Source: an optimization exercise on an open RTL-to-GDS flow (aim: small area, a short achievable clock period and few clock cycles). Production flows keep margins and buffers that such runs may drop.
RTL that was checked went through simulation tests only; none was proved equivalent to the original.
Only the layout flow was run in runs 7 and 8; the RTL was not checked for function there.
Power and IR drop assume default switching activity.

==> flow/design.v <==
module circle(
     input  logic       clk,
     input  logic       rst_n,
     input  logic [2:0] colour,
     input  logic [7:0] centre_x,
     input  logic [6:0] centre_y,
     input  logic [7:0] radius,
     input  logic       start,
     output logic       done,
     output logic [7:0] vga_x,
     output logic [6:0] vga_y,
     output logic [2:0] vga_colour,
     output logic       vga_plot
     );
     logic              busy;
     logic              prime;    
     logic [7:0]        ox, oy;
     logic signed [9:0] c;        
     logic [9:0]        e5;       
     logic [7:0]        rem;      
     logic [7:0]        cxr;      
     logic [6:0]        cyr;
     wire signed [9:0] cx = {2'b00, cxr};
     wire signed [9:0] cy = {3'b000, cyr};
     wire signed [9:0] sx = {2'b00, ox};
     wire signed [9:0] sy = {2'b00, oy};
     wire signed [9:0] xa = cx + sx;    
     wire signed [9:0] xb = cx - sx;    
     wire signed [9:0] xc = cx + sy;    
     wire signed [9:0] xd = cx - sy;    
     wire signed [9:0] ya = cy + sy;    
     wire signed [9:0] yb = cy - sy;    
     wire signed [9:0] yc = cy + sx;    
     wire signed [9:0] yd = cy - sx;    
     wire       dec = !c[9];             
     wire       dx  = dec & !prime;
     wire       dy  = !prime;
     function automatic le(input logic [9:0] a, input logic [9:0] b);
          logic r;
          r = 1'b1;
          for (int i = 0; i < 10; i++)
               if (i == 9) r = (a[i] & !b[i]) | (r & !(!a[i] & b[i]));
               else        r = (!a[i] & b[i]) | (r & !(a[i] & !b[i]));
          le = r;
     endfunction
     wire vxa = dx ? le(xa, 10'd160) : le(xa, 10'd159);
     wire vxb = dx ? (le(-10'd1, xb) && le(xb, 10'd158)) : (!xb[9] && le(xb, 10'd159));
     wire vxc = dy ? le(xc, 10'd158) : le(xc, 10'd159);
     wire vxd = dy ? (le(10'd1, xd) && le(xd, 10'd160)) : (!xd[9] && le(xd, 10'd159));
     wire vya = dy ? le(ya, 10'd118) : le(ya, 10'd119);
     wire vyb = dy ? (le(10'd1, yb) && le(yb, 10'd120)) : (!yb[9] && le(yb, 10'd119));
     wire vyc = dx ? le(yc, 10'd120) : le(yc, 10'd119);
     wire vyd = dx ? (le(-10'd1, yd) && le(yd, 10'd118)) : (!yd[9] && le(yd, 10'd119));
     wire       em1 = (e5 == 10'd3);        
     wire       em2 = (e5 == 10'd1);        
     wire       eneg = e5[9] || e5 < 10'd5;   
     wire       dg  = prime ? (e5 == 10'd5) : dec ? em2 : em1;
     wire       fin = !prime && (dec ? (!eneg || em1) : !eneg);
     wire [7:0] vis = { vxc & vyd, vxa & vyb, vxd & vyd, vxb & vyb,
                        vxd & vyc, vxb & vya, vxc & vyc, vxa & vya };
     wire [7:0] dup = ({8{prime}} & 8'b1101_1000) | ({8{dg}} & 8'b1010_1010);
     wire [7:0] vis_n = vis & ~dup;
     logic [7:0] sel;
     always_comb
          for (int i = 0; i < 8; i++)
               sel[i] = rem[i] && (i == 0 || (rem & ((8'd1 << i) - 8'd1)) == 8'd0);
     wire       adv = (rem & ~sel) == 8'd0;
     logic [7:0] px;
     logic [6:0] py;
     always_comb begin
          px = 8'd0;
          py = 7'd0;
          if (sel[0] | sel[6]) px = px | xa[7:0];
          if (sel[2] | sel[4]) px = px | xb[7:0];
          if (sel[1] | sel[7]) px = px | xc[7:0];
          if (sel[3] | sel[5]) px = px | xd[7:0];
          if (sel[0] | sel[2]) py = py | ya[6:0];
          if (sel[4] | sel[6]) py = py | yb[6:0];
          if (sel[1] | sel[3]) py = py | yc[6:0];
          if (sel[5] | sel[7]) py = py | yd[6:0];
     end
     wire       stp  = busy & adv & !prime;         
     wire       load = !busy & !done & start;
     wire [7:0] oy1 = oy + 8'd1;
     wire [9:0] c_d = c + e5;                   
     wire [9:0] c_s = c + {1'b0, oy1, 1'b1};    
     wire [7:0] ox_n = ox - {7'd0, stp & dec};
     wire [7:0] oy_n = oy + {7'd0, stp};
     wire [9:0] c_n  = !stp ? c : dec ? c_d : c_s;
     wire [9:0] e_s  = e5 + {7'd0, stp & dec, stp & !dec, 1'b0};
     always_ff @(posedge clk) begin
          cxr        <= centre_x;
          cyr        <= centre_y;
          vga_colour <= colour;
          vga_x      <= px;
          vga_y      <= py;
          rem        <= !busy ? 8'd0 : adv ? vis_n : rem & ~sel;
          ox         <= load ? radius : ox_n;
          oy         <= load ? 8'd0 : oy_n;
          c          <= load ? 10'd0 - {2'b00, radius} : c_n;
          e5         <= load ? 10'd5 - {2'b00, radius, 1'b0} : e_s;
          if (!rst_n) begin
               busy     <= 1'b0;
               done     <= 1'b0;
               vga_plot <= 1'b0;
          end else begin
               vga_plot <= busy & (|rem);
               if (busy) begin
                    if (adv) begin
                         prime <= 1'b0;
                         if (fin) begin
                              busy <= 1'b0;
                              done <= 1'b1;
                         end
                    end
               end else if (done) begin
                    if (!start) done <= 1'b0;
               end else if (start) begin
                    busy  <= 1'b1;
                    prime <= 1'b1;
               end
          end
     end
endmodule
==> flow/run.sh <==
#!/bin/bash
# synth_recipe.tcl (not shown) runs the flow's synth.tcl, then flattens the netlist and writes it again
# the make line also repeats each setting of config.mk as NAME=value (left out here)
make -C /OpenROAD-flow-scripts/flow DESIGN_CONFIG=/design/flow/config.mk WORK_HOME=/design/flow/orfs CLKGATE_MAP_FILE= SYNTH_SCRIPT=/design/flow/synth_recipe.tcl finish
==> flow/config.mk <==
export PLATFORM = sky130hd
export DESIGN_NAME = circle
export DESIGN_NICKNAME = circle
export VERILOG_FILES = /design/flow/design.v
export SDC_FILE = /design/flow/constraint.sdc
export NUM_CORES = 4
export LEC_CHECK = 0
export CAP_MARGIN = 20
export CORE_MARGIN = 2
export CORE_UTILIZATION = 40
export SETUP_SLACK_MARGIN = 1.8
export SLEW_MARGIN = 20
==> flow/constraint.sdc <==
create_clock -name core_clock -period 5.0 [get_ports {clk}]
set_input_delay 1.0000 -clock core_clock [delete_from_list [all_inputs] [get_ports {clk}]]
set_output_delay 1.0000 -clock core_clock [all_outputs]
set_load 0.01 [all_outputs]
==> flow_summary_export.csv, run 1 <==
group,metric,value,unit
run_status,status,"finished clean",
critical_path,slowest_stage,"ha_1",
floorplan,initial_utilization,0.4042,
critical_path,crit_buf_inv,1,
route,drtPass1Iterations,5,
global_routing,grt_max_degree,48,
logic_synthesis,ys_warn_count,1,
final_layout,fin_area,0.007830,sq mm
global_routing,use_met1,0.3025,
clocking,htree_levels,3,
timing,worst_pin_slew,0.6701,ns
critical_path,path_class,"reg -> reg",
floorplan,ioPinCount,49,
placement,placed_cell_area,0.007523,sq mm
logic_synthesis,yosysSeqAreaShare,0.2483,
flow_run,max-cap-violations,0,
critical_path,path_delay_family,"compound AO/OA/AOI/OAI gates",
global_routing,track_usage,0.2247,
final_layout,layout_common_cells,"82 x nor2_1, 77 x ha_1, 67 x dfxtp_1, 57 x nand2_1, 57 x a21oi_1",
global_routing,grt_pass1_wl,31620,microns
timing,finalSetupViolCount,0,
final_layout,final_common_cell,"nor2_1",
final_layout,layout.nets,993,
logic_synthesis,synth_edf_count,11,
logic_synthesis,synth_top_area_frac,0.2004,
logic_synthesis,ys_seq_elements,80,
clocking,clkTransAtPathRegs,0.06,ns
timing,whs,0.5225,ns
critical_path,crit_fanout,9,
critical_path,critical_path.endpoint_type,"register",
final_layout,instances_no_fill,1108,
floorplan,rows,48,
global_routing,met2_usage,0.3638,
logic_synthesis,netlist.top_cell.by_area,"dfxtp_1",
power,switching_share,0.3793,
floorplan,die_area,0.01830,sq mm
timing,fin_worst_skew,0.007976,ns
clocking,clk_path_buf_depth,2,
timing,hold_viol_final,0,
route,drc,0,
timing,setup_ws,2.043,ns
clocking,cts_tree,"done",
power,vdd_ir_drop_max,200.0,uV
critical_path,slowest_delay,0.53,ns
route,drt_iter0_drc,489,
route,wire_per_inst,18.06,microns
final_layout,antenna_cells,0,
global_routing,grt_util_met3,0.04415,
timing,rsz0062_at_grt,"false",
final_layout,final_util,0.4591,
critical_path,path_cells,"inv_1 -> ha_1 -> or2_1 -> o311a_1 -> o21ai_1 -> o2bb2ai_1 -> o311a_1 -> a21oi_1 -> o32ai_1",
critical_path,cp-start-kind,"register",
placement,place_hpwl,15890,microns
logic_synthesis,syn-cell-area,0.006894,sq mm
power,power.total,2.600,mW
critical_path,cp_common_cell,"o311a_1",
logic_synthesis,synth-main-ff-cell,"dfxtp_1",
critical_path,worstPathArrival,3.19,ns
clocking,insertion_delay,0.36,ns
final_layout,regArea,0.001714,sq mm
global_routing,grt_overflow,0,
final_layout,multi_input_area,0.004855,sq mm
power,comb_power_share,0.404,
power,pwr-share-seq,0.334,
route,routed-via-count,6268,
floorplan,die_y,135.3,microns
logic_synthesis,synth_area_leaders,"dfxtp_1 20%, ha_1 14%, xnor2_1 6.1%, edfxtp_1 4.8%, nor2_1 4.5%",
power,internal_power,1.614,mW
final_layout,n_fill_cell,1705,
critical_path,crit_required,5.23,ns
hold_path,hp-class,"reg -> reg",
timing,max_slew_margin,0.5519,
clocking,cts_made_buffers,9,
final_layout,area_growth,13.58,%
clocking,cts_hold_buf,0,
clocking,cts.sinks,80,
timing,fin_crit,2.957,ns
global_routing,busiest_layer,"met2",
placement,pre_cts_slack,1.912,ns
power,clkPwrFrac,0.263,
timing,slew_violations,0,
clocking,cts_root_buf,"clkbuf_16",
power,p_sw,0.9862,mW
route,routed_wl,20010,microns
timing,fmax,0.3381,GHz
placement,gp_congestion,0.9071,
global_routing,grt_antenna_before_repair,0,
logic_synthesis,syn_inst,851,
timing,fin_setup_tns,0,ns
logic_synthesis,synthDistinctLibCells,72,
timing,post-route-period-util,0.5915,
floorplan,fp.dieW,135.3,microns
power,cellPowerDensity,332.1,mW/mm^2
route,viasPerCell,5.657,
logic_synthesis,async_flop_share,0,
final_layout,drive_gt1_frac,0.03624,
placement,portBuffers,48,
power,power_leakage,3.109,nW
placement,dp.cells,1091,
route,antenna_left,0,
floorplan,coreArea,0.01706,sq mm
global_routing,grt_pass1_vias,5812,
logic_synthesis,post_synth.cell_area_avg,8.101,sq um
logic_synthesis,syn-num-nets,966,
==> state kept, by name, indices dropped and copies added, names as in the netlist <==
name / count
c: 10
e5: 9
cxr: 8
ox: 8
oy: 8
rem: 8
vga_x: 8
cyr: 7
vga_y: 7
vga_colour: 3
busy: 1
done: 1
prime: 1
vga_plot: 1
==> per-layer routing <==
layer	wire length, microns	part of all wire	vias to the layer above
met1	9067	0.45	2912
met2	9256	0.46	199
met5	0	0	-
li1	-	-	3124
met4	488	0.024	0
met3	1200	0.060	33
==> path summary, 6_finish.rpt <==
check	slack, ns	end	depth (start not counted)	startpoint
setup / recovery	2.04	rem[7]	9	ox[2]
hold reg to reg	0.52	done	2	done
setup reg to reg	2.04	rem[7]	9	ox[2]
hold / removal	0.52	done	2	done
==> synthesized netlist by cell type (6+ instances only) <==
| library cell | number |
|---|---|
| nor2_1 | 82 |
| ha_1 | 77 |
| dfxtp_1 | 69 |
| a21oi_1 | 57 |
| nand2_1 | 57 |
| xnor2_1 | 48 |
| inv_1 | 45 |
| xor2_1 | 32 |
| nor3_1 | 31 |
| o21ai_1 | 30 |
| clkbuf_1 | 25 |
| o21ai_0 | 24 |
| nand3_1 | 22 |
| nor2b_1 | 20 |
| nand2b_1 | 14 |
| o22ai_1 | 13 |
| a21o_1 | 11 |
| a221oi_1 | 11 |
| edfxtp_1 | 11 |
| fa_1 | 9 |
| nor4_1 | 9 |
| or2_1 | 9 |
| buf_2 | 8 |
| o211ai_1 | 8 |
| a211oi_1 | 7 |
| nand4_1 | 7 |
| o21a_1 | 6 |
| or3_1 | 6 |
==> worst register-to-register path, stage by stage (launching register included) <==
cell and delay, ns:
dfxtp_1 0.51, inv_1 0.18, ha_1 0.53, or2_1 0.18, o311a_1 0.19, o21ai_1 0.11, o2bb2ai_1 0.22, o311a_1 0.38
a21oi_1 0.37, o32ai_1 0.16
==> logic make-up (layout without fill, tap and decap cells) <==
kind of cell,after synthesis,count (layout),synth area share
xor+xnor,80,80,0.1016
buf+inv,84,116,0.04828
simple gates,291,291,0.2129
mux,4,4,0.005808
compound gates,225,225,0.2158
flops,80,80,0.2483
fa+ha+maj,87,87,0.1673
==> layout make-up <==
| cell class | instances | area share |
|---|---|---|
| clock buffers | 9 | 0.02876 |
| inverters | 50 | 0.02397 |
| clock inverters | 7 | 0.009108 |
| multi-input cells | 687 | 0.6200 |
| flip-flops and latches | 80 | 0.2189 |
| well taps | 225 | 0.03595 |
| repair buffers | 50 | 0.06328 |
==> power by group through the flow <==
stage | clock network (mW) | registers (mW) | logic (mW)
finish | 0.683 | 0.868 | 1.05
floorplan | 0 | 0.854 | 0.731
global route | 0.723 | 0.881 | 1.16
CTS | 0.700 | 0.869 | 1.04
global placement | 0 | 0.884 | 1.03
detailed placement | 0 | 0.884 | 1.03
==> repair_timing <==
action | in CTS | in global routing
buffers inserted | 0 | 1
endpoints found under the setup margin | 0 | 4
resized for setup | 0 | 2
Testbench counts, summed over its fixed seeds: cycles 121,943.
==> run 2: changes to the inputs <==
--- a/flow/config.mk
+++ b/flow/config.mk
@@ -8,5 +8,5 @@
 export CAP_MARGIN = 20
 export CORE_MARGIN = 2
 export CORE_UTILIZATION = 40
-export SETUP_SLACK_MARGIN = 1.8
+export SETUP_SLACK_MARGIN = 2.6
 export SLEW_MARGIN = 20
==> flow_summary_export.csv, run 2 <==
group,metric,value,unit
logic_synthesis,ys_warn_count,1,
timing,fmax,0.3894,GHz
final_layout,layout_common_cells,"81 x nor2_1, 56 x nand2_1, 53 x ha_1, 52 x buf_4, 46 x clkdlybuf4s50_1",
final_layout,regMostFlops,"c",
placement,placed_cell_area,0.007562,sq mm
logic_synthesis,async_flop_share,0,
global_routing,track_usage,0.2291,
final_layout,final_common_cell,"nor2_1",
timing,post-route-period-util,0.5137,
final_layout,reg.largest.list,"c (10), e5 (9)",
critical_path,cp-start-kind,"register",
clocking,cts_hold_buf,0,
logic_synthesis,syn-num-nets,966,
timing,max_slew_margin,0.5353,
critical_path,startpoint,"cxr[0]",
power,vdd_ir_drop_max,200.8,uV
timing,hold_viol_final,0,
global_routing,grt_overflow,0,
logic_synthesis,synth_edf_count,11,
critical_path,r2r-start,"cxr[0]",
logic_synthesis,syn-cell-area,0.006894,sq mm
power,power_leakage,3.510,nW
timing,fin_worst_skew,0.01132,ns
clocking,insertion_delay,0.35,ns
route,viasPerCell,5.684,
timing,finalSetupViolCount,0,
timing,slew_violations,0,
logic_synthesis,synth-main-ff-cell,"dfxtp_1",
logic_synthesis,syn_inst,851,
hold_path,hp-class,"reg -> reg",
final_layout,area_growth,31.18,%
timing,fin_crit,2.568,ns
critical_path,worstPathArrival,2.80,ns
route,drtPass1Iterations,6,
global_routing,grt_pass1_wl,32570,microns
timing,worst_pin_slew,0.6898,ns
final_layout,fin_area,0.009044,sq mm
placement,gp_congestion,0.9170,
clocking,cts_made_buffers,9,
logic_synthesis,post_synth.cell_area_avg,8.101,sq um
final_layout,drive_gt1_frac,0.2313,
floorplan,die_area,0.01830,sq mm
clocking,cts_tree,"done",
critical_path,r2r_cells,10,
final_layout,antenna_cells,0,
final_layout,largest_register_ffs,10,
flow_run,max-cap-violations,0,
critical_path,crit_end,"rem[5]",
critical_path,path_cells,"inv_4 -> ha_4 -> fa_2 -> nand2b_4 -> a21oi_2 -> xor2_1 -> or3_4 -> or3_1 -> mux2i_2 -> o31ai_1",
critical_path,slowest_stage,"fa_2",
route,drc,0,
clocking,cts.sinks,80,
critical_path,r2r_slack,2.43,ns
floorplan,coreArea,0.01706,sq mm
placement,place_hpwl,15760,microns
critical_path,reg2reg_to,"rem[5]",
clocking,clk_path_buf_depth,2,
timing,whs,0.5127,ns
logic_synthesis,synth_common_cells,"82 x nor2_1, 77 x ha_1, 69 x dfxtp_1",
critical_path,critical_path.endpoint_type,"register",
final_layout,final_util,0.5302,
critical_path,crit_required,5.24,ns
floorplan,die_y,135.3,microns
floorplan,ioPinCount,49,
route,routed-via-count,6610,
logic_synthesis,synth_top_area_frac,0.2004,
global_routing,grt_antenna_before_repair,0,
floorplan,rows,48,
run_status,status,"finished clean",
logic_synthesis,netlist.top_cell.by_area,"dfxtp_1",
route,drt_iter0_drc,510,
logic_synthesis,ys_seq_elements,80,
timing,fin_setup_tns,0,ns
floorplan,fp.dieW,135.3,microns
timing,rsz0062_at_grt,"true",
route,routed_wl,21230,microns
placement,portBuffers,48,
route,antenna_left,0,
logic_synthesis,synthDistinctLibCells,72,
critical_path,crit_fanout,3,
clocking,clkTransAtPathRegs,0.07,ns
logic_synthesis,synthMostInstantiatedCell,"nor2_1",
logic_synthesis,yosysSeqAreaShare,0.2483,
critical_path,slowest_delay,0.40,ns
final_layout,layout.nets,1048,
logic_synthesis,synth_area_leaders,"dfxtp_1 20%, ha_1 14%, xnor2_1 6.1%, edfxtp_1 4.8%, nor2_1 4.5%",
global_routing,grt_max_degree,48,
floorplan,initial_utilization,0.4042,
global_routing,grt_pass1_vias,6005,
power,cellPowerDensity,323.9,mW/mm^2
power,power.total,2.929,mW
route,wire_per_inst,18.26,microns
clocking,htree_levels,3,
clocking,cts_root_buf,"clkbuf_16",
critical_path,path_class,"reg -> reg",
-- run 2: cell types whose count changed in the layout (fill, tap and decap cells not counted), sizes merged --
| cell | previous run | this run |
|---|---|---|
| clkdlybuf4s50 | 48 | 46 |
| clkinv | 4 | 0 |
| inv | 51 | 47 |
| buf | 2 | 57 |
| clkbuf | 9 | 13 |
| dlymetal6s2s | 0 | 2 |
| clkinvlp | 1 | 5 |
-- run 2: cell type report --
cell class                      count  area, sq um
Sequential cell                    80         1765
Inverter                           50        203.9
Fill cell                        1579         8013
Timing Repair Buffer              105        958.4
Clock buffer                       13        286.5
Multi-Input combinational cell    687         5503
Tap cell                          225        281.5
Clock inverter                      3        45.04
-- run 2: worst min-delay path by stage --
stage	from	end	slack, ns	cells after the start
finish	done	done	0.51	2
global route	rem[6]	rem[6]	0.54	2
CTS	done	done	0.52	2
detailed placement	done	done	0.51	2
global placement	done	done	0.51	2
floorplan	rem[7]	vga_plot	0.49	2
-- run 2: where the power goes --
part | switching (mW) | total [mW] | internal, mW
logic | 0.676 | 1.31 | 0.631
clock network | 0.294 | 0.748 | 0.454
registers | 0.111 | 0.875 | 0.764
total | 1.08 | 2.93 | 1.85
-- run 2: critical path: cells and delay by family (launching register included) --
family	cells	cell delay, ns
simple gates	3	0.92
xor+xnor	1	0.10
compound gates	2	0.22
flops	1	0.38
mux	1	0.22
buf+inv	1	0.05
fa+ha+maj	2	0.56
-- run 2: kinds of logic (layout without fill, tap and decap cells) --
kind of cell,count (synthesis),in the layout,share of synthesized area
XOR/XNOR,80,80,0.1016
flip-flops,80,80,0.2483
buffers and inverters,84,171,0.04828
adder cells (fa/ha/maj),87,87,0.1673
multiplexers,4,4,0.005808
AO/OA/AOI/OAI,225,225,0.2158
AND/OR/NAND/NOR,291,291,0.2129
-- run 2: stage by stage --
step | std cells | worst slack [ns]
2_1_floorplan | 851 | 2.581
3_3_place_gp | 1091 | 2.042
3_5_place_dp | 1091 | 2.064
4_1_cts | 1128 | 2.443
5_1_grt | 1163 | 2.304
6_report | 1163 | 2.432
-- run 2: layer usage --
layer | vias to the layer above | GRT usage | part of all wire
met5 | - | 0 | 0
met4 | 0 | 0.05845 | 0.016
met3 | 29 | 0.03741 | 0.055
met2 | 224 | 0.3672 | 0.47
met1 | 3126 | 0.3214 | 0.46
li1 | 3231 | - | -
-- run 2: timing repair --
item | CTS | global route
pin swaps | 42 | 44
setup buffers | 21 | 35
gates resized for setup | 85 | 78
endpoints found under the setup margin | 43 | 44
==> run 3: changes to the inputs <==
--- a/flow/config.mk
+++ b/flow/config.mk
@@ -8,5 +8,7 @@
 export CAP_MARGIN = 20
 export CORE_MARGIN = 2
 export CORE_UTILIZATION = 40
-export SETUP_SLACK_MARGIN = 2.6
+export CTS_CLUSTER_DIAMETER = 100
+export CTS_CLUSTER_SIZE = 50
+export SETUP_SLACK_MARGIN = 2.0
 export SLEW_MARGIN = 20
==> flow_summary_export.csv, run 3 <==
group,metric,value,unit
timing,rsz0062_at_grt,"true",
floorplan,initial_utilization,0.4042,
final_layout,final_common_cell,"nor2_1",
logic_synthesis,post_synth.cell_area_avg,8.101,sq um
logic_synthesis,synth_common_cells,"82 x nor2_1, 77 x ha_1, 69 x dfxtp_1",
logic_synthesis,yosysSeqAreaShare,0.2483,
power,power_leakage,3.108,nW
power,vdd_ir_drop_max,200.2,uV
hold_path,hp-class,"reg -> reg",
power,cellPowerDensity,332.5,mW/mm^2
timing,fin_setup_tns,0,ns
timing,worst_pin_slew,0.6710,ns
logic_synthesis,synth_area_leaders,"dfxtp_1 20%, ha_1 14%, xnor2_1 6.1%, edfxtp_1 4.8%, nor2_1 4.5%",
logic_synthesis,syn-num-nets,966,
logic_synthesis,synth_top_area_frac,0.2004,
clocking,htree_levels,3,
global_routing,grt_pass1_wl,31680,microns
floorplan,die_y,135.3,microns
global_routing,grt_pass1_vias,5824,
floorplan,die_area,0.01830,sq mm
timing,fin_crit,2.872,ns
route,drtPass1Iterations,5,
clocking,clkTransAtPathRegs,0.07,ns
final_layout,regMostFlops,"c",
global_routing,grt_overflow,0,
global_routing,grt_antenna_before_repair,0,
route,routed_wl,20170,microns
timing,max_slew_margin,0.5513,
timing,hold_viol_final,0,
logic_synthesis,synthDistinctLibCells,72,
global_routing,track_usage,0.2252,
clocking,cts.sinks,80,
clocking,clk_path_buf_depth,2,
final_layout,layout.nets,994,
clocking,insertion_delay,0.36,ns
placement,gp_congestion,0.9071,
timing,finalSetupViolCount,0,
final_layout,layout_common_cells,"82 x nor2_1, 76 x ha_1, 62 x dfxtp_1, 57 x nand2_1, 57 x a21oi_1",
flow_run,max-cap-violations,0,
final_layout,area_growth,14.14,%
logic_synthesis,synth-main-ff-cell,"dfxtp_1",
clocking,cts_tree,"done",
logic_synthesis,ys_seq_elements,80,
route,drt_iter0_drc,491,
logic_synthesis,syn_inst,851,
clocking,cts_root_buf,"clkbuf_16",
route,drc,0,
placement,place_hpwl,15890,microns
floorplan,rows,48,
route,viasPerCell,5.718,
route,antenna_left,0,
final_layout,antenna_cells,0,
critical_path,crit_required,5.27,ns
placement,portBuffers,48,
final_layout,reg.largest.list,"c (10), e5 (9)",
logic_synthesis,synthMostInstantiatedCell,"nor2_1",
floorplan,fp.dieW,135.3,microns
clocking,cts_made_buffers,9,
floorplan,coreArea,0.01706,sq mm
timing,whs,0.5232,ns
logic_synthesis,netlist.top_cell.by_area,"dfxtp_1",
logic_synthesis,ys_warn_count,1,
critical_path,cp-start-kind,"register",
timing,slew_violations,0,
final_layout,drive_gt1_frac,0.04864,
critical_path,worstPathArrival,3.15,ns
logic_synthesis,syn-cell-area,0.006894,sq mm
timing,post-route-period-util,0.5744,
logic_synthesis,async_flop_share,0,
route,wire_per_inst,18.18,microns
critical_path,critical_path.endpoint_type,"register",
final_layout,largest_register_ffs,10,
timing,fmax,0.3482,GHz
critical_path,crit_fanout,10,
run_status,status,"finished clean",
global_routing,grt_max_degree,48,
floorplan,ioPinCount,49,
logic_synthesis,synth_edf_count,11,
timing,fin_worst_skew,0.008097,ns
route,routed-via-count,6341,
critical_path,path_class,"reg -> reg",
## run 3: cell count changes in the layout (fill, tap and decap cells not counted), moves of 13 or more
cell | previous run | this run
ha_1 | 53 | 76
buf_4 | 52 | 3
a21oi_1 | 43 | 57
a21oi_2 | 13 | 0
ha_4 | 16 | 0
dfxtp_1 | 44 | 62
## run 3: repair_timing
action / CTS / global route
setup buffers: 1 / 1
endpoints found under the setup margin: 2 / 9
gates cloned: 0 / 0
gates resized for setup: 1 / 15
hold buffers: 0 / 0
## run 3: through the flow
step	cells	setup slack (ns)	cell area (sq um)	total power [mW]	util
finish	1109	2.128	7869	2.617	0.4613
global route	1109	1.921	7869	2.776	0.4613
CTS	1108	2.037	7829	2.609	0.4590
detailed placement	1091	1.912	7523	1.916	0.4411
global placement	1091	1.952	7523	1.917	0.4411
floorplan	851	2.227	6894	1.586	-
## run 3: power breakdown
part,leakage (nW),internal [mW],switching [mW]
clock network,0.141,0.387,0.295
registers,0.678,0.762,0.109
logic,2.29,0.473,0.591
total,3.11,1.62,0.995
## run 3: path summary, 6_finish.rpt
check / start / end / slack (ns) / cells after the start
hold reg to reg: done / done / 0.52 / 2
setup reg to reg: oy[3] / rem[5] / 2.13 / 9
setup / recovery: oy[3] / rem[5] / 2.13 / 9
hold / removal: done / done / 0.52 / 2
## run 3: final cells by class
type / count / area, sq um
Multi-Input combinational cell: 687 / 4873
Clock buffer: 9 / 225.2
Fill cell: 1709 / 9188
Tap cell: 225 / 281.5
Sequential cell: 80 / 1723
Inverter: 50 / 191.4
Clock inverter: 7 / 71.32
Timing Repair Buffer: 51 / 503.0
## run 3: layer usage
| layer | global-route usage | routed length (microns) | vias to the layer above |
|---|---|---|---|
| met5 | 0 | 0 | - |
| li1 | - | - | 3122 |
| met3 | 0.04415 | 1000 | 33 |
| met1 | 0.3030 | 9305 | 3000 |
| met2 | 0.3649 | 9369 | 186 |
| met4 | 0.07002 | 490 | 0 |
## run 3: worst max-delay path, cell delays in order, from the launching register on
cell and delay, ns:
dfxtp_1 0.51, inv_1 0.24, ha_1 0.49, o21ai_1 0.18, a21oi_1 0.07, o311a_1 0.32, nor3_1 0.44, or3_1 0.21
mux2i_2 0.10, o31ai_1 0.23
## run 3: cell families (layout without fill, tap and decap cells)
logic type      count (synthesis)  count (layout)  synth area share
buf+inv                        84             117           0.04828
xor+xnor                       80              80            0.1016
flops                          80              80            0.2483
compound gates                225             225            0.2158
simple gates                  291             291            0.2129
mux                             4               4          0.005808
fa+ha+maj                      87              87            0.1673
==> run 4: changes to the inputs <==
--- a/flow/config.mk
+++ b/flow/config.mk
@@ -8,7 +8,5 @@
 export CAP_MARGIN = 20
 export CORE_MARGIN = 2
 export CORE_UTILIZATION = 40
-export CTS_CLUSTER_DIAMETER = 100
-export CTS_CLUSTER_SIZE = 50
-export SETUP_SLACK_MARGIN = 2.0
+export SETUP_SLACK_MARGIN = 2.3
 export SLEW_MARGIN = 20
==> flow_summary_export.csv, run 4 <==
group,metric,value,unit
final_layout,area_growth,18.02,%
power,cellPowerDensity,322.5,mW/mm^2
floorplan,die_area,0.01830,sq mm
floorplan,rows,48,
run_status,status,"finished clean",
logic_synthesis,synth_edf_count,11,
timing,fin_setup_tns,0,ns
timing,fmax,0.3745,GHz
logic_synthesis,async_flop_share,0,
hold_path,hold_end,"done",
timing,fin_worst_skew,0.008472,ns
route,drtPass1Iterations,5,
critical_path,cp-start-kind,"register",
clocking,insertion_delay,0.35,ns
floorplan,coreArea,0.01706,sq mm
global_routing,track_usage,0.2287,
final_layout,drive_gt1_frac,0.1130,
clocking,cts_made_buffers,9,
critical_path,critical_path.endpoint_type,"register",
global_routing,grt_pass1_wl,32160,microns
power,power.total,2.624,mW
critical_path,r2r_cells,11,
route,drc,0,
clocking,htree_levels,3,
critical_path,path_class,"reg -> reg",
route,viasPerCell,5.735,
timing,slew_violations,0,
clocking,cts_root_buf,"clkbuf_16",
timing,hold_viol_final,0,
logic_synthesis,synth_top_area_frac,0.2004,
clocking,clkTransAtPathRegs,0.06,ns
floorplan,fp.dieW,135.3,microns
final_layout,layout.nets,1004,
critical_path,crit_fanout,4,
route,wire_per_inst,18.63,microns
placement,gp_congestion,0.9242,
logic_synthesis,synthDistinctLibCells,72,
timing,post-route-period-util,0.5340,
logic_synthesis,synthMostInstantiatedCell,"nor2_1",
floorplan,die_y,135.3,microns
critical_path,crit_required,5.25,ns
global_routing,grt_max_degree,48,
final_layout,reg.largest.list,"c (10), e5 (9)",
global_routing,grt_pass1_vias,5980,
power,power_leakage,3.165,nW
critical_path,r2r-start,"cyr[0]",
logic_synthesis,synth-main-ff-cell,"dfxtp_1",
clocking,clk_path_buf_depth,2,
logic_synthesis,synth_area_leaders,"dfxtp_1 20%, ha_1 14%, xnor2_1 6.1%, edfxtp_1 4.8%, nor2_1 4.5%",
clocking,cts_tree,"done",
global_routing,grt_antenna_before_repair,0,
flow_run,max-cap-violations,0,
floorplan,initial_utilization,0.4042,
logic_synthesis,syn_inst,851,
logic_synthesis,synth_common_cells,"82 x nor2_1, 77 x ha_1, 69 x dfxtp_1",
clocking,cts.sinks,80,
final_layout,layout_common_cells,"82 x nor2_1, 66 x ha_1, 57 x nand2_1, 53 x a21oi_1, 51 x dfxtp_1",
hold_path,hp-class,"reg -> reg",
critical_path,reg2reg_to,"rem[7]",
final_layout,n_fill_cell,1740,
final_layout,final_common_cell,"nor2_1",
timing,max_slew_margin,0.5243,
logic_synthesis,post_synth.cell_area_avg,8.101,sq um
timing,fin_crit,2.670,ns
power,vdd_ir_drop_max,185.7,uV
route,routed_wl,20850,microns
logic_synthesis,netlist.top_cell.by_area,"dfxtp_1",
route,antenna_left,0,
timing,rsz0062_at_grt,"true",
final_layout,multi_input_area,0.005081,sq mm
timing,whs,0.5126,ns
critical_path,worstPathArrival,2.91,ns
timing,finalSetupViolCount,0,
logic_synthesis,ys_warn_count,1,
logic_synthesis,ys_seq_elements,80,
final_layout,antenna_cells,0,
final_layout,largest_register_ffs,10,
route,drt_iter0_drc,519,
final_layout,regArea,0.001742,sq mm
logic_synthesis,syn-num-nets,966,
floorplan,ioPinCount,49,
logic_synthesis,yosysSeqAreaShare,0.2483,
global_routing,grt_overflow,0,
final_layout,regMostFlops,"c",
timing,worst_pin_slew,0.7061,ns
critical_path,r2r_slack,2.33,ns
route,routed-via-count,6418,
logic_synthesis,syn-cell-area,0.006894,sq mm
hold_path,min_from,"done",
placement,place_hpwl,16080,microns
hold_path,min_path_cells,2,
placement,portBuffers,48,
## run 4: cell counts after synthesis
No cell type changed its count.
## run 4: cell type report
| cell class | instances | area share |
|---|---|---|
| multi-input combinational | 687 | 0.6245 |
| clock inverter | 5 | 0.004152 |
| sequential | 80 | 0.2141 |
| inverter | 50 | 0.02307 |
| tap | 225 | 0.03460 |
| timing repair buffer | 61 | 0.07104 |
| clock buffer | 11 | 0.02860 |
## run 4: power breakdown
group	internal (mW)	switching [mW]	leakage (nW)
combinational	0.512	0.624	2.36
clock	0.336	0.276	0.127
sequential	0.764	0.112	0.682
## run 4: cell families (layout without fill, tap and decap cells)
group                    Yosys count  after routing  share of synthesized area
AND/OR/NAND/NOR                  291            291                     0.2129
flip-flops                        80             80                     0.2483
adder cells (fa/ha/maj)           87             87                     0.1673
multiplexers                       4              4                   0.005808
AO/OA/AOI/OAI                    225            225                     0.2158
buffers and inverters             84            127                    0.04828
XOR/XNOR                          80             80                     0.1016
## run 4: per-layer routing
metal | part of all wire | routed length, microns | GRT usage
met4 | 0.030 | 634 | 0.08623
met2 | 0.47 | 9712 | 0.3759
met5 | 0 | 0 | 0
met3 | 0.058 | 1219 | 0.03404
met1 | 0.45 | 9280 | 0.3042
## run 4: how the worst max path moves through the flow
stage | to | slack [ns] | cells after the start | from
3_5_place_dp | c[8] | 1.96 | 10 | c[9]
2_1_floorplan | c[8] | 2.31 | 11 | c[9]
6_report | rem[7] | 2.33 | 11 | cyr[0]
5_1_grt | rem[3] | 2.24 | 9 | ox[4]
3_3_place_gp | c[8] | 2.06 | 10 | c[9]
4_1_cts | c[8] | 2.22 | 10 | oy[1]
## run 4: metrics by stage
step / worst slack (ns) / cells / util / instance area [sq um]
5_1_grt: 2.242 / 1119 / 0.4770 / 8137
6_report: 2.330 / 1119 / 0.4770 / 8137
2_1_floorplan: 2.307 / 851 / - / 6897
4_1_cts: 2.218 / 1111 / 0.4609 / 7861
3_3_place_gp: 2.063 / 1091 / 0.4412 / 7525
3_5_place_dp: 1.962 / 1091 / 0.4412 / 7525
## run 4: what timing repair did
item                                    in CTS  in global routing
endpoints found under the setup margin      14                 22
hold buffers                                 0                  0
endpoints found under the hold margin        0                  0
pin swaps                                    1                  8
resized for setup                           20                 52
buffers inserted                             4                  8
## run 4: critical path, stage by stage, from the launching register on
cell and delay (ns):
dfxtp_1 0.34, inv_1 0.09, ha_1 0.17, inv_1 0.06, fa_2 0.37, a21o_1 0.17
a21oi_1 0.20, xnor2_1 0.18, nand2_1 0.16, a2111oi_4 0.35, a21oi_2 0.15, o32ai_1 0.32
==> run 5: changes to the inputs <==
--- a/flow/config.mk
+++ b/flow/config.mk
@@ -8,5 +8,5 @@
 export CAP_MARGIN = 20
 export CORE_MARGIN = 2
 export CORE_UTILIZATION = 40
-export SETUP_SLACK_MARGIN = 2.3
+export SETUP_SLACK_MARGIN = 2.5
 export SLEW_MARGIN = 20
==> flow_summary_export.csv, run 5 <==
group,metric,value,unit
logic_synthesis,syn-cell-area,0.006894,sq mm
clocking,htree_levels,3,
final_layout,area_growth,28.15,%
critical_path,reg2reg_to,"rem[5]",
logic_synthesis,yosysSeqAreaShare,0.2483,
power,vdd_ir_drop_max,226.0,uV
global_routing,grt_pass1_wl,33680,microns
placement,gp_congestion,0.9547,
timing,finalSetupViolCount,0,
hold_path,min_from,"done",
clocking,cts_made_buffers,9,
route,viasPerCell,5.796,
route,drtPass1Iterations,5,
timing,slew_violations,0,
clocking,insertion_delay,0.36,ns
critical_path,path_class,"reg -> reg",
logic_synthesis,synthMostInstantiatedCell,"nor2_1",
critical_path,crit_buf_inv,1,
final_layout,antenna_cells,0,
critical_path,path_cells,"ha_4 -> fa_2 -> buf_4 -> xor2_1 -> nand4b_1 -> or3_1 -> or3_4 -> mux2i_4 -> o31ai_1",
final_layout,layout_common_cells,"77 x nor2_1, 57 x ha_1, 54 x nand2_1, 46 x a21oi_1, 45 x clkdlybuf4s50_1",
timing,worst_pin_slew,0.7573,ns
floorplan,ioPinCount,49,
power,switching_share,0.3831,
clocking,cts_hold_buf,0,
logic_synthesis,netlist.top_cell.by_area,"dfxtp_1",
floorplan,die_y,135.3,microns
clocking,cts.sinks,80,
critical_path,cp_num_cells,9,
critical_path,slowest_stage,"dfxtp_4",
logic_synthesis,ys_seq_elements,80,
critical_path,critical_path.endpoint_type,"register",
route,wire_per_inst,19.30,microns
critical_path,path_delay_family,"simple AND/OR/NAND/NOR gates",
global_routing,grt_pass1_vias,6088,
floorplan,fp.dieW,135.3,microns
power,power_leakage,3.433,nW
hold_path,hp-class,"reg -> reg",
route,routed-via-count,6660,
timing,fin_setup_tns,0,ns
clocking,clkTransAtPathRegs,0.07,ns
placement,place_hpwl,16560,microns
timing,rsz0062_at_grt,"true",
logic_synthesis,syn-num-nets,966,
global_routing,track_usage,0.2406,
floorplan,initial_utilization,0.4042,
final_layout,final_common_cell,"nor2_1",
critical_path,worstPathArrival,2.73,ns
run_status,status,"finished clean",
flow_run,max-cap-violations,0,
timing,fin_crit,2.500,ns
logic_synthesis,synthDistinctLibCells,72,
critical_path,slowest_delay,0.40,ns
floorplan,rows,48,
final_layout,regMostFlops,"c",
logic_synthesis,ys_warn_count,1,
placement,pre_cts_slack,2.043,ns
route,antenna_left,0,
route,drc,0,
timing,fin_worst_skew,0.01282,ns
global_routing,grt_max_degree,48,
hold_path,hold_end,"done",
logic_synthesis,synth_area_leaders,"dfxtp_1 20%, ha_1 14%, xnor2_1 6.1%, edfxtp_1 4.8%, nor2_1 4.5%",
final_layout,layout.nets,1034,
timing,setup_ws,2.500,ns
power,power.total,2.848,mW
clocking,cts_root_buf,"clkbuf_16",
logic_synthesis,post_synth.cell_area_avg,8.101,sq um
clocking,cts_tree,"done",
floorplan,coreArea,0.01706,sq mm
power,clkPwrFrac,0.237,
clocking,clk_path_buf_depth,2,
power,comb_power_share,0.456,
placement,portBuffers,48,
global_routing,grt_antenna_before_repair,0,
power,internal_power,1.757,mW
critical_path,r2r_cells,9,
critical_path,crit_required,5.23,ns
hold_path,min_path_cells,2,
route,routed_wl,22180,microns
power,pwr-share-seq,0.307,
final_layout,n_fill_cell,1625,
final_layout,reg.largest.list,"c (10), e5 (9)",
critical_path,cp-start-kind,"register",
logic_synthesis,synth-main-ff-cell,"dfxtp_1",
floorplan,die_area,0.01830,sq mm
power,cellPowerDensity,322.3,mW/mm^2
final_layout,final_util,0.5180,
route,drt_iter0_drc,685,
critical_path,r2r_slack,2.50,ns
critical_path,r2r-start,"oy[0]",
final_layout,drive_gt1_frac,0.2154,
logic_synthesis,synth_common_cells,"82 x nor2_1, 77 x ha_1, 69 x dfxtp_1",
final_layout,largest_register_ffs,10,
logic_synthesis,synth_top_area_frac,0.2004,
timing,max_slew_margin,0.4898,
logic_synthesis,synth_edf_count,11,
critical_path,crit_fanout,7,
logic_synthesis,async_flop_share,0,
timing,post-route-period-util,0.5000,
power,p_sw,1.091,mW
global_routing,grt_overflow,0,
timing,hold_viol_final,0,
timing,fmax,0.4000,GHz
logic_synthesis,syn_inst,851,
run 5: cell counts after synthesis:
Identical to the previous run, type by type.
run 5: how the worst max path moves through the flow:
stage / start / to
final: oy[0] / rem[5]
after CTS: oy[0] / c[8]
after global placement: c[9] / c[8]
after floorplan: c[9] / c[9]
after global routing: cxr[0] / rem[7]
after detailed placement: c[9] / c[8]
run 5: what timing repair did:
action                                  4_1_cts  5_1_grt
pin swaps                                    18       54
buffers inserted                             18       24
resized for setup                            64      105
gates cloned                                  0        0
endpoints found under the setup margin       39       37
run 5: cell type report:
type	instances	area, sq um	share of cell area
flip-flops and latches	80	1777	0.2011
repair buffers	91	815.8	0.09234
multi-input cells	687	5475	0.6197
clock buffers	11	232.7	0.02634
clock inverters	5	55.05	0.006231
well taps	225	281.5	0.03187
inverters	50	197.7	0.02238
run 5: worst register-to-register path, delay by kind of cell (launching register included):
family	cells	cell delay, ns
flops	1	0.40
simple gates	3	0.84
compound gates	1	0.08
xor+xnor	1	0.12
mux	1	0.19
fa+ha+maj	2	0.58
buf+inv	1	0.16
run 5: cells by family (layout without fill, tap and decap cells):
group                    after synthesis  in the layout  synth area share
XOR/XNOR                              80             80            0.1016
flip-flops                            80             80            0.2483
AO/OA/AOI/OAI                        225            225            0.2158
buffers and inverters                 84            157           0.04828
adder cells (fa/ha/maj)               87             87            0.1673
AND/OR/NAND/NOR                      291            291            0.2129
multiplexers                           4              4          0.005808
run 5: through the flow:
stage	cells	instance area (sq um)	hold slack, ns
6_report	1149	8835	0.5176
5_1_grt	1149	8835	0.5782
4_1_cts	1125	8168	0.5218
3_3_place_gp	1091	7550	0.5063
2_1_floorplan	851	6935	0.4908
3_5_place_dp	1091	7550	0.5120
run 5: metal layers:
metal | track usage | part of all wire | vias up
met5 | 0 | 0 | -
met4 | 0.08681 | 0.029 | 0
met3 | 0.04863 | 0.065 | 51
met2 | 0.3770 | 0.46 | 274
met1 | 0.3286 | 0.45 | 3138
li1 | - | - | 3197
run 5: power by group through the flow:
stage | combinational, mW | clock [mW] | sequential [mW]
floorplan | 0.742 | 0 | 0.856
global placement | 1.06 | 0 | 0.880
detailed placement | 1.05 | 0 | 0.882
CTS | 1.13 | 0.683 | 0.867
global route | 1.41 | 0.709 | 0.885
finish | 1.30 | 0.674 | 0.874
==> run 6: changes to the inputs <==
--- a/flow/config.mk
+++ b/flow/config.mk
@@ -8,5 +8,5 @@
 export CAP_MARGIN = 20
 export CORE_MARGIN = 2
 export CORE_UTILIZATION = 40
-export SETUP_SLACK_MARGIN = 2.5
+export SETUP_SLACK_MARGIN = 2.4
 export SLEW_MARGIN = 20
==> flow_summary_export.csv, run 6 <==
group,metric,value,unit
final_layout,reg.largest.list,"c (10), e5 (9)",
placement,gp_congestion,0.9125,
critical_path,cp-start-kind,"register",
logic_synthesis,async_flop_share,0,
timing,finalSetupViolCount,0,
placement,place_hpwl,16250,microns
timing,fin_setup_tns,0,ns
clocking,cts_made_buffers,9,
global_routing,grt_overflow,0,
final_layout,final_util,0.4916,
global_routing,grt_pass1_wl,32640,microns
route,routed-via-count,6479,
final_layout,area_growth,21.63,%
final_layout,drive_gt1_frac,0.1519,
final_layout,layout_common_cells,"81 x nor2_1, 62 x ha_1, 56 x nand2_1, 47 x dfxtp_1, 47 x clkdlybuf4s50_1",
global_routing,grt_antenna_before_repair,0,
logic_synthesis,post_synth.cell_area_avg,8.101,sq um
timing,post-route-period-util,0.5132,
critical_path,path_class,"reg -> reg",
critical_path,crit_fanout,6,
route,viasPerCell,5.749,
clocking,cts.sinks,80,
run_status,status,"finished clean",
power,power.total,2.758,mW
timing,fin_crit,2.566,ns
floorplan,ioPinCount,49,
critical_path,crit_required,5.24,ns
logic_synthesis,synthMostInstantiatedCell,"nor2_1",
power,vdd_ir_drop_max,177.8,uV
power,power_leakage,3.253,nW
clocking,cts_hold_buf,0,
floorplan,coreArea,0.01706,sq mm
final_layout,regMostFlops,"c",
floorplan,initial_utilization,0.4042,
flow_run,max-cap-violations,0,
final_layout,layout.nets,1012,
global_routing,track_usage,0.2318,
timing,worst_pin_slew,0.7760,ns
logic_synthesis,syn_inst,851,
global_routing,grt_pass1_vias,6041,
final_layout,final_common_cell,"nor2_1",
clocking,htree_levels,3,
logic_synthesis,synthDistinctLibCells,72,
floorplan,die_y,135.3,microns
critical_path,critical_path.endpoint_type,"register",
route,routed_wl,21090,microns
final_layout,antenna_cells,0,
timing,rsz0062_at_grt,"true",
logic_synthesis,synth_top_area_frac,0.2004,
floorplan,fp.dieW,135.3,microns
route,drc,0,
global_routing,grt_max_degree,48,
logic_synthesis,yosysSeqAreaShare,0.2483,
placement,portBuffers,48,
timing,fmax,0.3897,GHz
clocking,clkTransAtPathRegs,0.07,ns
clocking,cts_root_buf,"clkbuf_16",
logic_synthesis,syn-num-nets,966,
timing,fin_worst_skew,0.008267,ns
route,antenna_left,0,
logic_synthesis,synth_common_cells,"82 x nor2_1, 77 x ha_1, 69 x dfxtp_1",
floorplan,rows,48,
route,wire_per_inst,18.71,microns
clocking,insertion_delay,0.36,ns
critical_path,worstPathArrival,2.81,ns
clocking,cts_tree,"done",
logic_synthesis,synth_area_leaders,"dfxtp_1 20%, ha_1 14%, xnor2_1 6.1%, edfxtp_1 4.8%, nor2_1 4.5%",
power,cellPowerDensity,328.9,mW/mm^2
timing,hold_viol_final,0,
timing,max_slew_margin,0.4772,
clocking,clk_path_buf_depth,2,
floorplan,die_area,0.01830,sq mm
timing,slew_violations,0,
final_layout,largest_register_ffs,10,
logic_synthesis,synth_edf_count,11,
logic_synthesis,netlist.top_cell.by_area,"dfxtp_1",
route,drtPass1Iterations,6,
logic_synthesis,ys_seq_elements,80,
timing,whs,0.5285,ns
route,drt_iter0_drc,567,
logic_synthesis,ys_warn_count,1,
logic_synthesis,syn-cell-area,0.006894,sq mm
logic_synthesis,synth-main-ff-cell,"dfxtp_1",
hold_path,hp-class,"reg -> reg",
[run 6: cell counts after synthesis]
No cell type changed its count.
[run 6: final cells by class]
| type | instances | area [sq um] |
|---|---|---|
| clock buffer | 10 | 229.0 |
| clock inverter | 6 | 58.81 |
| fill | 1681 | 8671 |
| inverter | 50 | 187.7 |
| multi-input combinational | 687 | 5236 |
| sequential | 80 | 1752 |
| tap | 225 | 281.5 |
| timing repair buffer | 69 | 640.6 |
[run 6: critical path: stages (launching register included)]
cell and delay (ns):
dfxtp_4 0.38, ha_1 0.27, fa_2 0.41, nor2b_1 0.19, o2111a_1 0.26, a211oi_2 0.28, nand4_1 0.15, o22ai_2 0.28
or4_1 0.17, o21ai_1 0.05
[run 6: kinds of logic after synthesis]
group | Yosys count | synth area share
and+or+nand+nor | 291 | 0.2129
AOI/OAI and AO/OA | 225 | 0.2158
adders and majority gates | 87 | 0.1673
buffers and inverters | 84 | 0.04828
xor gates and xnor gates | 80 | 0.1016
DFF | 80 | 0.2483
muxes | 4 | 0.005808
[run 6: per-stage QoR]
step	instances	instance area (sq um)	setup WS, ns
after floorplan	851	6900	2.409
after global placement	1092	7535	2.041
after detailed placement	1092	7535	1.976
after CTS	1116	8020	2.371
after global routing	1127	8386	2.337
final	1127	8386	2.434
[run 6: metal layers]
layer | up-vias | GRT usage | part of all wire
met3 | 36 | 0.03966 | 0.065
met4 | 0 | 0.08507 | 0.033
met5 | - | 0 | 0
met1 | 3050 | 0.3067 | 0.44
met2 | 228 | 0.3801 | 0.46
li1 | 3165 | - | -
[run 6: power breakdown]
part | internal (mW) | switching [mW]
registers | 0.764 | 0.109
clock network | 0.384 | 0.286
logic | 0.560 | 0.654
[run 6: worst paths after layout]
path / to / startpoint / depth (start not counted) / slack [ns]
max reg2reg: rem[3] / ox[0] / 9 / 2.43
max: rem[3] / ox[0] / 9 / 2.43
min: done / done / 2 / 0.53
min reg2reg: done / done / 2 / 0.53
[run 6: what timing repair did]
item                                    4_1_cts  5_1_grt
endpoints found under the setup margin       22       22
pin swaps                                     3       34
resized for setup                            46       63
setup buffers                                 8       11
hold endpoints to repair                      0        0
==> run 7: changes to the inputs <==
--- a/flow/design.v
+++ b/flow/design.v
@@ -55,7 +55,8 @@
      wire       em2 = (e5 == 10'd1);        
      wire       eneg = e5[9] || e5 < 10'd5;   
      wire       dg  = prime ? (e5 == 10'd5) : dec ? em2 : em1;
-     wire       fin = !prime && (dec ? (!eneg || em1) : !eneg);
+     wire       gone = !vya && yb[9] && !vxc && xd[9];
+     wire       fin = !prime && ((dec ? (!eneg || em1) : !eneg) || gone);
      wire [7:0] vis = { vxc & vyd, vxa & vyb, vxd & vyd, vxb & vyb,
                         vxd & vyc, vxb & vya, vxc & vyc, vxa & vya };
      wire [7:0] dup = ({8{prime}} & 8'b1101_1000) | ({8{dg}} & 8'b1010_1010);
==> flow_summary_export.csv, run 7 <==
group,metric,value,unit
placement,placed_cell_area,0.007811,sq mm
final_layout,final_common_cell,"nor2_1",
route,routed-via-count,7055,
critical_path,slowest_delay,0.43,ns
logic_synthesis,netlist.top_cell.by_area,"dfxtp_1",
global_routing,track_usage,0.2312,
final_layout,instances_no_fill,1216,
floorplan,die_y,138.2,microns
final_layout,drive_gt1_frac,0.2594,
critical_path,crit_fanout,6,
final_layout,largest_register_ffs,10,
critical_path,reg2reg_to,"busy",
route,wire_per_inst,18.97,microns
flow_run,max-cap-violations,0,
clocking,htree_levels,3,
logic_synthesis,syn-num-nets,1006,
logic_synthesis,ys_warn_count,1,
timing,fin_crit,2.721,ns
power,vdd_ir_drop_max,339.7,uV
global_routing,grt_antenna_before_repair,0,
placement,place_hpwl,16630,microns
logic_synthesis,async_flop_share,0,
placement,dp.cells,1131,
logic_synthesis,synth_area_leaders,"dfxtp_1 19%, ha_1 14%, xnor2_1 6.1%, nor2_1 5.1%, edfxtp_1 4.6%",
timing,fmax,0.3675,GHz
route,viasPerCell,5.802,
placement,portBuffers,48,
logic_synthesis,syn_inst,889,
clocking,cts_tree,"done",
clocking,clk_path_buf_depth,2,
timing,fin_worst_skew,0.008526,ns
critical_path,r2r-start,"oy[0]",
hold_path,min_path_cells,2,
route,drt_iter0_drc,467,
route,drtPass1Iterations,5,
power,cellPowerDensity,564.8,mW/mm^2
clocking,cts_root_buf,"clkbuf_16",
floorplan,rows,49,
critical_path,path_cells,"buf_4 -> ha_1 -> fa_2 -> nand2b_4 -> a21oi_1 -> xor2_1 -> a21o_1 -> o311ai_4 -> a31oi_4 -> a221o_1",
critical_path,r2r_slack,2.28,ns
final_layout,regMostFlops,"c",
critical_path,r2r_cells,10,
global_routing,grt_overflow,0,
floorplan,die_area,0.01909,sq mm
floorplan,initial_utilization,0.4036,
power,power_leakage,3.658,nW
hold_path,min_from,"oy[5]",
timing,post-route-period-util,0.5443,
final_layout,layout.nets,1099,
global_routing,grt_pass1_vias,6699,
timing,setup_ws,2.279,ns
timing,fin_setup_tns,0,ns
logic_synthesis,synth_top_area_frac,0.1918,
logic_synthesis,synthDistinctLibCells,84,
placement,pre_cts_slack,1.693,ns
run_status,status,"finished clean",
route,drc,0,
logic_synthesis,synth_edf_count,11,
global_routing,grt_pass1_wl,35410,microns
final_layout,layout_common_cells,"93 x nor2_1, 66 x buf_4, 49 x o21ai_0, 48 x inv_1, 48 x a21oi_1",
floorplan,fp.dieW,138.2,microns
hold_path,hp-class,"reg -> reg",
hold_path,hold_end,"oy[5]",
placement,gp_congestion,0.9563,
timing,hold_viol_final,0,
critical_path,cp-start-kind,"register",
final_layout,reg.largest.list,"c (10), e5 (9)",
logic_synthesis,syn-cell-area,0.007201,sq mm
timing,finalSetupViolCount,0,
route,antenna_left,0,
route,routed_wl,23060,microns
logic_synthesis,post_synth.cell_area_avg,8.100,sq um
critical_path,worstPathArrival,2.96,ns
critical_path,critical_path.endpoint_type,"register",
logic_synthesis,synth-main-ff-cell,"dfxtp_1",
critical_path,path_class,"reg -> reg",
clocking,insertion_delay,0.36,ns
timing,worst_pin_slew,0.8409,ns
global_routing,grt_max_degree,30,
clocking,cts.sinks,80,
clocking,clkTransAtPathRegs,0.06,ns
final_layout,area_growth,32.53,%
final_layout,antenna_cells,0,
logic_synthesis,synth_common_cells,"97 x nor2_1, 78 x ha_1, 69 x dfxtp_1",
timing,max_slew_margin,0.4351,
final_layout,fin_area,0.009543,sq mm
logic_synthesis,synthMostInstantiatedCell,"nor2_1",
logic_synthesis,ys_seq_elements,80,
timing,slew_violations,0,
clocking,cts_made_buffers,9,
clocking,cts_hold_buf,0,
timing,rsz0062_at_grt,"true",
critical_path,slowest_stage,"fa_2",
floorplan,ioPinCount,49,
floorplan,coreArea,0.01784,sq mm
logic_synthesis,yosysSeqAreaShare,0.2377,
critical_path,crit_required,5.24,ns
==> run 7: routing by layer <==
| metal | vias up | wire length (microns) | GRT usage |
|---|---|---|---|
| met1 | 3352 | 10500 | 0.3066 |
| met3 | 62 | 1085 | 0.04711 |
| li1 | 3409 | - | - |
| met2 | 232 | 10460 | 0.3666 |
| met5 | - | 0 | 0 |
| met4 | 0 | 1015 | 0.09882 |
==> run 7: metrics by stage <==
step / utilization / total power, mW / hold slack (ns)
CTS: 0.4956 / 4.877 / 0.5381
finish: 0.5349 / 5.389 / 0.5616
global route: 0.5349 / 5.760 / 0.5807
floorplan: - / 3.148 / 0.5158
detailed placement: 0.4378 / 3.863 / 0.5532
global placement: 0.4378 / 3.850 / 0.5749
==> run 7: final cells by class <==
type	count	area, sq um
clock buffers	9	225.2
clock inverters	7	55.05
fillers	1653	8298
inverters	64	257.7
multi-input cells	708	5906
flip-flops and latches	80	1778
well taps	229	286.5
repair buffers	119	1035
==> run 7: what timing repair did <==
| item | CTS | global route |
|---|---|---|
| buffers inserted | 43 | 26 |
| pin swaps | 33 | 60 |
| resized for setup | 107 | 108 |
| endpoints found under the setup margin | 47 | 28 |
| hold endpoints to repair | 0 | 0 |
==> run 7: cell families after synthesis <==
logic type | synth area share
AO/OA/AOI/OAI | 0.2565
XOR/XNOR | 0.07541
adder cells (fa/ha/maj) | 0.1633
buffers and inverters | 0.05977
flip-flops | 0.2377
multiplexers | 0.006951
AND/OR/NAND/NOR | 0.2004
==> run 7: worst max-delay path, delay by kind of cell (launching register included) <==
kind                     cells  cell delay, ns
AND/OR/NAND/NOR              1            0.12
adder cells (fa/ha/maj)      2            0.65
AO/OA/AOI/OAI                5            1.13
buffers and inverters        1            0.15
flip-flops                   1            0.39
XOR/XNOR                     1            0.17
==> run 7: worst max path at each step <==
stage | from | to | slack [ns] | cells past startpoint
6_report | oy[0] | busy | 2.28 | 10
4_1_cts | oy[0] | busy | 2.28 | 10
5_1_grt | oy[0] | busy | 2.21 | 10
3_5_place_dp | oy[2] | busy | 1.69 | 9
3_3_place_gp | oy[2] | busy | 1.68 | 9
2_1_floorplan | rem[1] | e5[9] | 2.37 | 14
==> run 7: power by group <==
part | switching [mW] | internal [mW] | leakage [nW] | total [mW]
sequential | 0.283 | 0.911 | 0.690 | 1.19
combinational | 1.89 | 1.67 | 2.83 | 3.55
clock | 0.300 | 0.343 | 0.140 | 0.643
total | 2.47 | 2.92 | 3.66 | 5.39
==> run 8: changes to the inputs <==
--- a/flow/config.mk
+++ b/flow/config.mk
@@ -8,5 +8,5 @@
 export CAP_MARGIN = 20
 export CORE_MARGIN = 2
 export CORE_UTILIZATION = 40
-export SETUP_SLACK_MARGIN = 2.4
+export SETUP_SLACK_MARGIN = 2.2
 export SLEW_MARGIN = 20
==> flow_summary_export.csv, run 8 <==
group,metric,value,unit
run_status,status,"finished clean",
timing,fin_crit,2.763,ns
final_layout,antenna_cells,0,
critical_path,critical_path.endpoint_type,"register",
placement,pre_cts_slack,1.591,ns
global_routing,grt_overflow,0,
critical_path,crit_required,5.26,ns
timing,post-route-period-util,0.5525,
global_routing,grt_antenna_before_repair,0,
floorplan,rows,49,
floorplan,die_y,138.2,microns
final_layout,n_fill_cell,1711,
route,routed_wl,22220,microns
placement,place_hpwl,16830,microns
floorplan,fp.dieW,138.2,microns
logic_synthesis,syn-num-nets,1006,
logic_synthesis,syn-cell-area,0.007201,sq mm
logic_synthesis,synth_area_leaders,"dfxtp_1 19%, ha_1 14%, xnor2_1 6.1%, nor2_1 5.1%, edfxtp_1 4.6%",
clocking,htree_levels,3,
route,wire_per_inst,18.94,microns
logic_synthesis,yosysSeqAreaShare,0.2377,
floorplan,initial_utilization,0.4036,
final_layout,regMostFlops,"c",
floorplan,die_area,0.01909,sq mm
final_layout,final_common_cell,"nor2_1",
placement,portBuffers,48,
global_routing,grt_pass1_wl,34240,microns
timing,fmax,0.3620,GHz
route,drtPass1Iterations,5,
logic_synthesis,ys_warn_count,1,
timing,hold_viol_final,0,
critical_path,slowest_delay,0.41,ns
timing,max_slew_margin,0.3559,
final_layout,reg.largest.list,"c (10), e5 (9)",
logic_synthesis,synth_common_cells,"97 x nor2_1, 78 x ha_1, 69 x dfxtp_1",
floorplan,ioPinCount,49,
logic_synthesis,synth_top_area_frac,0.1918,
logic_synthesis,synthDistinctLibCells,84,
timing,rsz0062_at_grt,"true",
critical_path,crit_fanout,8,
power,cellPowerDensity,569.6,mW/mm^2
logic_synthesis,syn_inst,889,
timing,finalSetupViolCount,0,
clocking,cts.sinks,80,
route,antenna_left,0,
final_layout,layout.nets,1056,
logic_synthesis,synth-main-ff-cell,"dfxtp_1",
clocking,clkTransAtPathRegs,0.07,ns
timing,worst_pin_slew,0.9638,ns
floorplan,coreArea,0.01784,sq mm
clocking,cts_tree,"done",
power,power_leakage,3.393,nW
clocking,clk_path_buf_depth,2,
critical_path,slowest_stage,"fa_2",
global_routing,grt_max_degree,30,
critical_path,path_delay_family,"compound AO/OA/AOI/OAI gates",
logic_synthesis,netlist.top_cell.by_area,"dfxtp_1",
route,routed-via-count,6824,
flow_run,max-cap-violations,0,
logic_synthesis,synthMostInstantiatedCell,"nor2_1",
logic_synthesis,ys_seq_elements,80,
logic_synthesis,post_synth.cell_area_avg,8.100,sq um
hold_path,hp-class,"reg -> reg",
clocking,cts_made_buffers,9,
critical_path,path_cells,"ha_2 -> fa_2 -> nor2b_2 -> o211a_1 -> o311ai_4 -> o311ai_2 -> a211o_1 -> buf_4 -> o32ai_1",
route,drt_iter0_drc,567,
final_layout,drive_gt1_frac,0.1578,
final_layout,instances_no_fill,1173,
timing,setup_ws,2.237,ns
global_routing,track_usage,0.2253,
route,viasPerCell,5.818,
global_routing,grt_pass1_vias,6284,
critical_path,path_class,"reg -> reg",
timing,slew_violations,0,
power,vdd_ir_drop_max,393.4,uV
route,drc,0,
critical_path,worstPathArrival,3.02,ns
clocking,insertion_delay,0.36,ns
placement,dp.cells,1131,
timing,fin_setup_tns,0,ns
logic_synthesis,async_flop_share,0,
timing,fin_worst_skew,0.01301,ns
critical_path,crit_buf_inv,1,
final_layout,area_growth,21.72,%
placement,gp_congestion,0.9276,
final_layout,largest_register_ffs,10,
clocking,cts_root_buf,"clkbuf_16",
final_layout,layout_common_cells,"95 x nor2_1, 61 x inv_1, 59 x ha_1, 55 x a21oi_1, 55 x o21ai_0",
logic_synthesis,synth_edf_count,11,
critical_path,cp-start-kind,"register",
## run 8: cell types whose count changed in the layout (fill, tap and decap cells not counted), sizes merged, moves of 2 or more
| cell | previous run | this run |
|---|---|---|
| clkinvlp | 4 | 1 |
| clkbuf | 9 | 11 |
| clkinv | 4 | 2 |
| buf | 71 | 28 |
| inv | 63 | 66 |
## run 8: what timing repair did
action,CTS,global route
hold buffers,0,0
setup buffers,9,17
pin swaps,3,19
resized for setup,53,62
setup endpoints to repair,26,18
cloned,0,0
## run 8: cell type report
class                           instances  area, sq um  share of cell area
Inverter                               64        244.0             0.02784
Clock inverter                          5        43.79            0.004996
Clock buffer                           11        264.0             0.03012
Tap cell                              229        286.5             0.03269
Sequential cell                        80         1764              0.2013
Timing Repair Buffer                   76        690.7             0.07880
Multi-Input combinational cell        708         5472              0.6243
## run 8: logic make-up (layout without fill, tap and decap cells)
| kind of cell | Yosys count | in the layout | share of synthesized area |
|---|---|---|---|
| adder cells (fa/ha/maj) | 88 | 88 | 0.1633 |
| buffers and inverters | 101 | 156 | 0.05977 |
| XOR/XNOR | 62 | 62 | 0.07541 |
| multiplexers | 5 | 5 | 0.006951 |
| AO/OA/AOI/OAI | 267 | 267 | 0.2565 |
| flip-flops | 80 | 80 | 0.2377 |
| AND/OR/NAND/NOR | 286 | 286 | 0.2004 |
## run 8: metal layers
metal / routed length [microns] / vias up / global-route usage
met5: 0 / - / 0
met2: 10310 / 249 / 0.3622
met1: 9970 / 3220 / 0.3079
li1: - / 3316 / -
met4: 602 / 0 / 0.07948
met3: 1339 / 39 / 0.03602
## run 8: worst paths after layout
| check | startpoint | to | slack, ns | depth (start not counted) |
|---|---|---|---|---|
| hold / removal | done | done | 0.56 | 2 |
| hold reg to reg | done | done | 0.56 | 2 |
| setup reg to reg | oy[0] | rem[7] | 2.24 | 9 |
| setup / recovery | oy[0] | rem[7] | 2.24 | 9 |
## run 8: tightest hold or removal path: cells and delay by family (launching register included)
kind,cells,cell delay (ns)
compound gates,2,0.17
flops,1,0.34
## run 8: power breakdown
group          switching [mW]  internal (mW)  leakage, nW
registers               0.267          0.910        0.687
clock network           0.311          0.388        0.152
logic                    1.73           1.39         2.55
## run 8: per-stage QoR
step / utilization / hold slack (ns) / area, sq um / power, mW
2_1_floorplan: - / 0.5158 / 7201 / 3.138
3_3_place_gp: 0.4368 / 0.5404 / 7792 / 3.849
3_5_place_dp: 0.4368 / 0.5224 / 7792 / 3.857
4_1_cts: 0.4686 / 0.5417 / 8361 / 4.721
5_1_grt: 0.4913 / 0.5813 / 8765 / 5.360
6_report: 0.4913 / 0.5555 / 8765 / 4.993

==> port drivers added, routing unchanged <==
The results above use ideal ports. As a check the final layouts listed here were re-extracted and re-timed, cells and wires unchanged.
Step 1: set_driving_cell puts a clkbuf_16 on clk and a buf_2 on each other input, an assumption about the parent block.
Step 2 times the ports against the registers' clock, not the clock port: input delays grow and output delays shrink by t, the midpoint of the rising clock arrivals with the driver on.
Slacks: ideal / step 1 / step 2; pairs: ideal / step 1.
| run | t (ns) | setup slack, ns | latest minus earliest clock arrival (ns) | worst slew at a driven data input, ns | cell pins on the clock port's net |
|---|---|---|---|---|---|
| run 1 | 0.399 | 2.043 / 2.043 / 2.037 | 0.008 / 0.008 | 0.04 | 1 |
| run 2 | 0.393 | 2.432 / 2.432 / 2.195 | 0.011 / 0.012 | 0.03 | 1 |
| run 3 | 0.399 | 2.128 / 2.128 / 2.035 | 0.008 / 0.009 | 0.04 | 1 |
| run 4 | 0.389 | 2.330 / 2.330 / 2.101 | 0.008 / 0.009 | 0.03 | 1 |
| run 5 | 0.398 | 2.500 / 2.500 / 2.223 | 0.015 / 0.015 | 0.05 | 1 |
| run 6 | 0.396 | 2.434 / 2.434 / 2.203 | 0.009 / 0.009 | 0.03 | 1 |
| run 7 | 0.402 | 2.279 / 2.279 / 2.133 | 0.010 / 0.010 | 0.03 | 1 |
| run 8 | 0.396 | 2.237 / 2.237 / 1.995 | 0.013 / 0.013 | 0.03 | 1 |
After both steps every run listed still meets setup and hold. For run 5, which loses most, drivers alone change the setup slack by 0.000 ns; drivers and shift together by -0.277 ns.
